From an optimization exercise on the open Yosys and OpenROAD flow, aimed at small area, a short achievable clock period and few clock cycles; shortcuts taken in it are not production practice. RTL that was checked went through simulation tests only; none was proved equivalent to the original.

Design Bin2BCD, start of the top module:
module Bin2BCD(input wire clk, input wire rst, input wire en, input wire [31:0] din,
  output wire [39:0] digs, output reg done);
  wire [0:0] i_q0 = 1'b0, i_q1 = 1'b0, i_q2 = 1'b0;
  wire [0:0] i_c = din[31];
  wire [0:0] x1_h, x1_q0, x1_q1, x1_q2;
  assign x1_h[0] = 1'b0;
  assign x1_q0[0] = i_c[0];
  assign x1_q1[0] = 1'b0;
  assign x1_q2[0] = 1'b0;
  wire [0:0] x1_c = din[30];
  wire [0:0] x1_Q0 = x1_q0;
  wire [0:0] x1_Q1 = x1_q1;
  wire [0:0] x1_Q2 = x1_q2;
  wire [0:0] x2_h, x2_q0, x2_q1, x2_q2;
  assign x2_h[0] = 1'b0;
  assign x2_q0[0] = ~((x1_Q0[0] & x1_c[0]) | ~(x1_Q0[0] | x1_c[0]));
  assign x2_q1[0] = ~(~x1_Q0[0] | x1_c[0]);
  assign x2_q2[0] = (x1_Q0[0] & x1_c[0]);
  wire [0:0] x2_c = din[29];
  wire [0:0] x2_Q0 = x2_q0;
  wire [0:0] x2_Q1 = x2_q1;
  wire [0:0] x2_Q2 = x2_q2;
  wire [0:0] x3_h, x3_q0, x3_q1, x3_q2;
  assign x3_h[0] = ((x2_Q1[0] & x2_c[0]) | x2_Q2[0]);
  assign x3_q0[0] = ~((x2_Q0[0] & x2_c[0]) | ~(x2_Q0[0] | x2_Q2[0] | x2_c[0]) | x2_Q1[0]);
  assign x3_q1[0] = ~((x2_Q0[0] & x2_c[0]) | ~((x2_Q2[0] & x2_c[0]) | x2_Q0[0]));
  assign x3_q2[0] = ~((x2_Q1[0] & x2_c[0]) | ~((x2_Q1[0] | x2_c[0]) & x2_Q0[0]));
  wire [1:0] x3_c = {x3_h[0:0], din[28]};
  wire [1:0] x3_Q0 = {1'b0, x3_q0};
  wire [1:0] x3_Q1 = {1'b0, x3_q1};
  wire [1:0] x3_Q2 = {1'b0, x3_q2};
  wire [1:0] x4_h, x4_q0, x4_q1, x4_q2;
  assign x4_h[0:0] = ((x3_Q1[0:0] & x3_c[0:0]) | x3_Q2[0:0]);
  assign x4_q0[0:0] = ~((x3_Q0[0:0] & x3_c[0:0]) | ~(x3_Q0[0:0] | x3_Q2[0:0] | x3_c[0:0]) | x3_Q1[0:0]);
  assign x4_q1[0:0] = ~((x3_Q0[0:0] & x3_c[0:0]) | ~((x3_Q2[0:0] & x3_c[0:0]) | x3_Q0[0:0]));
  ...
Size: about 1200 cells after synthesis, ~6400 um2 of cells after synthesis.
export LEC_CHECK = 0
export CAP_MARGIN = 20
export CORE_MARGIN = 2
export CORE_UTILIZATION = 60
export SLEW_MARGIN = 20
create_clock -name core_clock -period 15.0 [get_ports {clk}]
standard.sh (not shown) runs the stock make flow with config.mk's settings and CLKGATE_MAP_FILE= SYNTH_SCRIPT=/design/flow/synth_recipe.tcl, a recipe that flattens the netlist after the stock synthesis.
==> flow/flow/run.sh <==
#!/bin/bash
set -euo pipefail
W=$PWD
rm -rf "$W/scripts_abc"
cp -r "$FLOW_HOME/scripts" "$W/scripts_abc"
cp "$W/flow/abc.script" "$W/scripts_abc/abc_speed.script"
bash "$W/standard.sh" SCRIPTS_DIR="$W/scripts_abc" ADDER_MAP_FILE= BUFFER_PORTS_ARGS="-buffer_cell sky130_fd_sc_hd__buf_1" finish > "$W/standard_flow.log" 2>&1
==> flow/flow/abc.script <==
strash
balance
rewrite
refactor
balance
rewrite
rewrite -z
balance
refactor -z
rewrite -z
balance
dc2
dch -f
amap
Testbench counts at the start, summed over its fixed seeds: cycles 3,208.
Then changed:
--- a/flow/design.v
+++ b/flow/design.v
@@ -380,25 +380,28 @@
   assign y30_q1[8:0] = ~((y29_Q0[8:0] & y29_c[8:0]) | ~((y29_Q2[8:0] & y29_c[8:0]) | y29_Q0[8:0]));
   assign y30_q2[8:0] = ~((y29_Q0[8:0] & y29_Q1[8:0] & y29_c[8:0]) | ~((y29_Q0[8:0] & y29_c[8:0]) | y29_Q1[8:0]));
   assign y30_h[9] = 1'b0;
   assign y30_q0[9] = y29_c[9];
   assign y30_q1[9] = 1'b0;
   assign y30_q2[9] = 1'b0;
   wire [9:0] y30_c = {y30_h[8:0], r_lo[1]};
   wire [9:0] y30_Q0 = y30_q0;
   wire [9:0] y30_Q1 = y30_q1;
   wire [9:0] y30_Q2 = y30_q2;
   wire [9:0] y31_h, y31_q0, y31_q1, y31_q2;
   assign y31_h[8:0] = ((y30_Q1[8:0] & y30_c[8:0]) | y30_Q2[8:0]);
-  assign y31_q0[8:0] = ((y30_Q2[8:0] | y30_c[8:0]) & ~((y30_Q1[8:0] | y30_Q2[8:0]) & y30_c[8:0]));
-  assign y31_q1[8:0] = ~(~((y30_Q2[8:0] & y30_c[8:0]) | y30_Q0[8:0]) ^ y30_Q1[8:0]);
-  assign y31_q2[8:0] = ~((y30_Q0[8:0] & y30_c[8:0]) | ~((y30_Q0[8:0] | y30_c[8:0]) & y30_Q1[8:0]));
+  assign y31_q0[8:0] = ~((y30_Q0[8:0] & y30_c[8:0]) | ~(y30_Q0[8:0] | y30_Q2[8:0] | y30_c[8:0]) | y30_Q1[8:0]);
+  assign y31_q1[8:0] = ~((y30_Q0[8:0] & y30_c[8:0]) | ~((y30_Q2[8:0] & y30_c[8:0]) | y30_Q0[8:0]));
+  assign y31_q2[8:0] = ~((y30_Q0[8:0] & y30_Q1[8:0] & y30_c[8:0]) | ~((y30_Q0[8:0] & y30_c[8:0]) | y30_Q1[8:0]));
   assign y31_h[9] = 1'b0;
-  assign y31_q0[9] = y30_c[9];
+  assign y31_q0[9] = (y30_Q0[9] | y30_c[9]);
   assign y31_q1[9] = y30_Q0[9];
   assign y31_q2[9] = 1'b0;
   wire [9:0] y31_c = {y31_h[8:0], r_lo[0]};
   wire [9:0] y31_Q0 = y31_q0;
   wire [9:0] y31_Q1 = y31_q1;
   wire [9:0] y31_Q2 = y31_q2;
-  assign digs = {y31_Q2[9], y31_Q1[9], y31_Q0[9], y31_c[9], y31_Q2[8], y31_Q1[8], y31_Q0[8], y31_c[8], y31_Q2[7], y31_Q1[7], y31_Q0[7], y31_c[7], y31_Q2[6], y31_Q1[6], y31_Q0[6], y31_c[6], y31_Q2[5], y31_Q1[5], y31_Q0[5], y31_c[5], y31_Q2[4], y31_Q1[4], y31_Q0[4], y31_c[4], y31_Q2[3], y31_Q1[3], y31_Q0[3], y31_c[3], y31_Q2[2], y31_Q1[2], y31_Q0[2], y31_c[2], y31_Q2[1], y31_Q1[1], y31_Q0[1], y31_c[1], y31_Q2[0], y31_Q1[0], y31_Q0[0], y31_c[0]};
+  wire [9:0] o_b0 = ~(~(y31_Q0 | y31_Q2) | y31_Q1);
+  wire [9:0] o_b1 = ~((y31_Q1 & y31_Q2) | ~(y31_Q1 | y31_Q2));
+  wire [9:0] o_b2 = ~(~y31_Q1 | y31_Q0);
+  assign digs = {o_b2[9], o_b1[9], o_b0[9], y31_c[9], o_b2[8], o_b1[8], o_b0[8], y31_c[8], o_b2[7], o_b1[7], o_b0[7], y31_c[7], o_b2[6], o_b1[6], o_b0[6], y31_c[6], o_b2[5], o_b1[5], o_b0[5], y31_c[5], o_b2[4], o_b1[4], o_b0[4], y31_c[4], o_b2[3], o_b1[3], o_b0[3], y31_c[3], o_b2[2], o_b1[2], o_b0[2], y31_c[2], o_b2[1], o_b1[1], o_b0[1], y31_c[1], o_b2[0], o_b1[0], o_b0[0], y31_c[0]};
 endmodule
After rerunning: Flip-flop and latch count does not change; maximum frequency came out lower by 2.2%; utilization decreases by 0.87 points; first-iteration DRC count drops by 30%; sequential share of layout area is lower by 0.24 points; final area went up by 2.3%; area after synthesis went up by 2.4%; cell count is higher by 2.2%.
Testbench counts after the change, summed over its fixed seeds: cycles 3,208.


run A:
Bin2BCD, a different RTL version from the one above (not shown whole).
Size: about 1200 cells after synthesis, about 37 flip-flops, roughly 76 I/O pins, roughly 6400 um^2 of cells after synthesis.
==> flow/config.mk <==
export PLATFORM = sky130hd
export DESIGN_NAME = Bin2BCD
export DESIGN_NICKNAME = Bin2BCD
export VERILOG_FILES = /design/flow/design.v
export SDC_FILE = /design/flow/constraint.sdc
export NUM_CORES = 4
export LEC_CHECK = 0
export CAP_MARGIN = 20
export CORE_MARGIN = 2
export CORE_UTILIZATION = 60
export SLEW_MARGIN = 20
==> flow/constraint.sdc <==
create_clock -name core_clock -period 15.0 [get_ports {clk}]
set_input_delay 3.0000 -clock core_clock [delete_from_list [all_inputs] [get_ports {clk}]]
set_output_delay 3.0000 -clock core_clock [all_outputs]
set_load 0.01 [all_outputs]
==> flow/flow/run.sh <==
#!/bin/bash
set -euo pipefail
W=$PWD
rm -rf "$W/scripts_abc"
cp -r "$FLOW_HOME/scripts" "$W/scripts_abc"
cp "$W/flow/abc.script" "$W/scripts_abc/abc_speed.script"
bash "$W/standard.sh" SCRIPTS_DIR="$W/scripts_abc" ADDER_MAP_FILE= BUFFER_PORTS_ARGS="-buffer_cell sky130_fd_sc_hd__buf_1" SETUP_SLACK_MARGIN=6.5 SETUP_MOVE_SEQUENCE=sizeup,swap SKIP_INCREMENTAL_REPAIR=1 finish > "$W/standard_flow.log" 2>&1
Scripts as last shown in full above: flow/flow/abc.script
For run B, these inputs were changed with respect to run A:
diff --git a/flow/design.v b/flow/design.v
--- a/flow/design.v
+++ b/flow/design.v
@@ -208,41 +208,41 @@
   assign x17_q1[5] = 1'b0;
   assign x17_q2[5] = 1'b0;
   wire [5:0] x17_c = {x17_h[4:0], din[14]};
   wire [5:0] x17_Q0 = x17_q0;
   wire [5:0] x17_Q1 = x17_q1;
   wire [5:0] x17_Q2 = x17_q2;
+  wire [5:0] x18_h, x18_q0, x18_q1, x18_q2;
+  assign x18_h[4:0] = ((x17_Q1[4:0] & x17_c[4:0]) | x17_Q2[4:0]);
+  assign x18_q0[4:0] = ~((x17_Q0[4:0] & x17_c[4:0]) | ~(x17_Q0[4:0] | x17_Q2[4:0] | x17_c[4:0]) | x17_Q1[4:0]);
+  assign x18_q1[4:0] = ~((x17_Q0[4:0] & x17_c[4:0]) | ~((x17_Q2[4:0] & x17_c[4:0]) | x17_Q0[4:0]));
+  assign x18_q2[4:0] = ~((x17_Q0[4:0] & x17_Q1[4:0] & x17_c[4:0]) | ~((x17_Q0[4:0] & x17_c[4:0]) | x17_Q1[4:0]));
+  assign x18_h[5] = 1'b0;
+  assign x18_q0[5] = (x17_Q0[5] | x17_c[5]);
+  assign x18_q1[5] = x17_Q0[5];
+  assign x18_q2[5] = 1'b0;
+  wire [5:0] x18_c = {x18_h[4:0], din[13]};
+  wire [5:0] x18_Q0 = x18_q0;
+  wire [5:0] x18_Q1 = x18_q1;
+  wire [5:0] x18_Q2 = x18_q2;
   always @(posedge clk) done <= rst & en;
   reg [5:0] r_q0, r_q1, r_q2, r_c;
-  reg [13:0] r_lo;
+  reg [12:0] r_lo;
   always @(posedge clk) begin
-    r_q0 <= x17_Q0; r_q1 <= x17_Q1; r_q2 <= x17_Q2; r_c <= x17_c;
-    r_lo <= din[13:0];
+    r_q0 <= x18_Q0; r_q1 <= x18_Q1; r_q2 <= x18_Q2; r_c <= x18_c;
+    r_lo <= din[12:0];
   end
-  wire [5:0] y18_h, y18_q0, y18_q1, y18_q2;
-  assign y18_h[4:0] = ((r_q1[4:0] & r_c[4:0]) | r_q2[4:0]);
-  assign y18_q0[4:0] = ~((r_q0[4:0] & r_c[4:0]) | ~(r_q0[4:0] | r_q2[4:0] | r_c[4:0]) | r_q1[4:0]);
-  assign y18_q1[4:0] = ~((r_q0[4:0] & r_c[4:0]) | ~((r_q2[4:0] & r_c[4:0]) | r_q0[4:0]));
-  assign y18_q2[4:0] = ~((r_q0[4:0] & r_q1[4:0] & r_c[4:0]) | ~((r_q0[4:0] & r_c[4:0]) | r_q1[4:0]));
-  assign y18_h[5] = 1'b0;
-  assign y18_q0[5] = (r_q0[5] | r_c[5]);
-  assign y18_q1[5] = r_q0[5];
-  assign y18_q2[5] = 1'b0;
-  wire [5:0] y18_c = {y18_h[4:0], r_lo[13]};
-  wire [5:0] y18_Q0 = y18_q0;
-  wire [5:0] y18_Q1 = y18_q1;
-  wire [5:0] y18_Q2 = y18_q2;
   wire [5:0] y19_h, y19_q0, y19_q1, y19_q2;
-  assign y19_h[4:0] = ((y18_Q1[4:0] & y18_c[4:0]) | y18_Q2[4:0]);
-  assign y19_q0[4:0] = ~((y18_Q0[4:0] & y18_c[4:0]) | ~(y18_Q0[4:0] | y18_Q2[4:0] | y18_c[4:0]) | y18_Q1[4:0]);
-  assign y19_q1[4:0] = ~((y18_Q0[4:0] & y18_c[4:0]) | ~((y18_Q2[4:0] & y18_c[4:0]) | y18_Q0[4:0]));
-  assign y19_q2[4:0] = ~((y18_Q0[4:0] & y18_Q1[4:0] & y18_c[4:0]) | ~((y18_Q0[4:0] & y18_c[4:0]) | y18_Q1[4:0]));
-  assign y19_h[5] = (y18_Q0[5] & y18_Q1[5] & y18_c[5]);
-  assign y19_q0[5] = ~((y18_Q0[5] & y18_c[5]) | ~(y18_Q0[5] | y18_c[5]) | y18_Q1[5]);
-  assign y19_q1[5] = ~(~y18_Q0[5] | y18_c[5]);
-  assign y19_q2[5] = ~((y18_Q1[5] & y18_c[5]) | ~((y18_Q1[5] | y18_c[5]) & y18_Q0[5]));
+  assign y19_h[4:0] = ((r_q1[4:0] & r_c[4:0]) | r_q2[4:0]);
+  assign y19_q0[4:0] = ~((r_q0[4:0] & r_c[4:0]) | ~(r_q0[4:0] | r_q2[4:0] | r_c[4:0]) | r_q1[4:0]);
+  assign y19_q1[4:0] = ~((r_q0[4:0] & r_c[4:0]) | ~((r_q2[4:0] & r_c[4:0]) | r_q0[4:0]));
+  assign y19_q2[4:0] = ~((r_q0[4:0] & r_q1[4:0] & r_c[4:0]) | ~((r_q0[4:0] & r_c[4:0]) | r_q1[4:0]));
+  assign y19_h[5] = (r_q0[5] & r_q1[5] & r_c[5]);
+  assign y19_q0[5] = ~((r_q0[5] & r_c[5]) | ~(r_q0[5] | r_c[5]) | r_q1[5]);
+  assign y19_q1[5] = ~(~r_q0[5] | r_c[5]);
+  assign y19_q2[5] = ~((r_q1[5] & r_c[5]) | ~((r_q1[5] | r_c[5]) & r_q0[5]));
   wire [6:0] y19_c = {y19_h[5:0], r_lo[12]};
   wire [6:0] y19_Q0 = {1'b0, y19_q0};
   wire [6:0] y19_Q1 = {1'b0, y19_q1};
   wire [6:0] y19_Q2 = {1'b0, y19_q2};
   wire [6:0] y20_h, y20_q0, y20_q1, y20_q2;
   assign y20_h[5:0] = ((y19_Q1[5:0] & y19_c[5:0]) | y19_Q2[5:0]);
Results
- Run A → run B: post-synthesis average cell area now smaller; highest clock frequency the design can meet +0.96%; xor-xnor portion of the synthesized cell area barely changed; synthesized cell count level.
- Post-route clock period utilization was higher in the run labelled run A.
- Number of instances on the worst hold path: run A vs run B identical
- Run A reports its destination of the critical timing path as digs[27] while run B reports r_q0[0].
- Diff run B..run A | count of input and output buffers | unchanged
- Run B reached the final stage; the timing, DRC and antenna checks on its layout passed.
- Relative to run A, the global-route usage of run B is lower by 0.76 points.
- Via count was lower in the run labelled run B.
- Sort run B and run A by first-pass GRT wire length asc -> top: run B
- Changes observed in run B relative to run A: area after synthesis went down by about 0.45%; share of the final layout cell area in sequential cells went up by 0.32 points.
- Between run B and run A, the number of iterations in the first detailed-routing pass is lower for run B.
Testbench counts of run B, summed over its fixed seeds: cycles 3,208.
Only the layout flow was run in run A; the RTL was not checked for function there.

==> afterwards: timing with drivers on the ports <==
The flow's constraints put no driver on any port. The routed layouts listed below were extracted and timed again, unchanged, in two steps. Step 1 sets driving cells, clkbuf_16 on the clock port and buf_2 on the other inputs (assumed; they add their load-dependent delay and slew). Step 2 moves the port delays by t, midway between the first and last clock arrival at a register: inputs arrive t later, outputs are due t later. That takes back most of the time a late clock gives input paths. a / b / c = ideal / step 1 / step 2; a / b = the first two.
| run | t (ns) | setup WS [ns] | hold slack, ns | worst setup path after step 2 | worst slew at a driven data input, ns |
|---|---|---|---|---|---|
| the first run of note 1 | 0.322 | 5.805 / 5.774 / 5.645 | 2.787 / 2.782 / 3.103 | input to register | 0.04 |
| the second run of note 1 | 0.336 | 5.594 / 5.560 / 5.709 | 2.781 / 2.772 / 3.108 | input to register | 0.04 |
| run A | 0.328 | 6.191 / 6.158 / 6.094 | 2.786 / 2.777 / 3.105 | input to register | 0.03 |
| run B | 0.322 | 6.275 / 6.284 / 5.962 | 2.787 / 2.783 / 3.105 | input to register | 0.04 |
After both steps every run listed still meets setup and hold. The setup slack of run B, which loses most, moves by +0.009 ns with the drivers and by -0.313 ns with both steps.
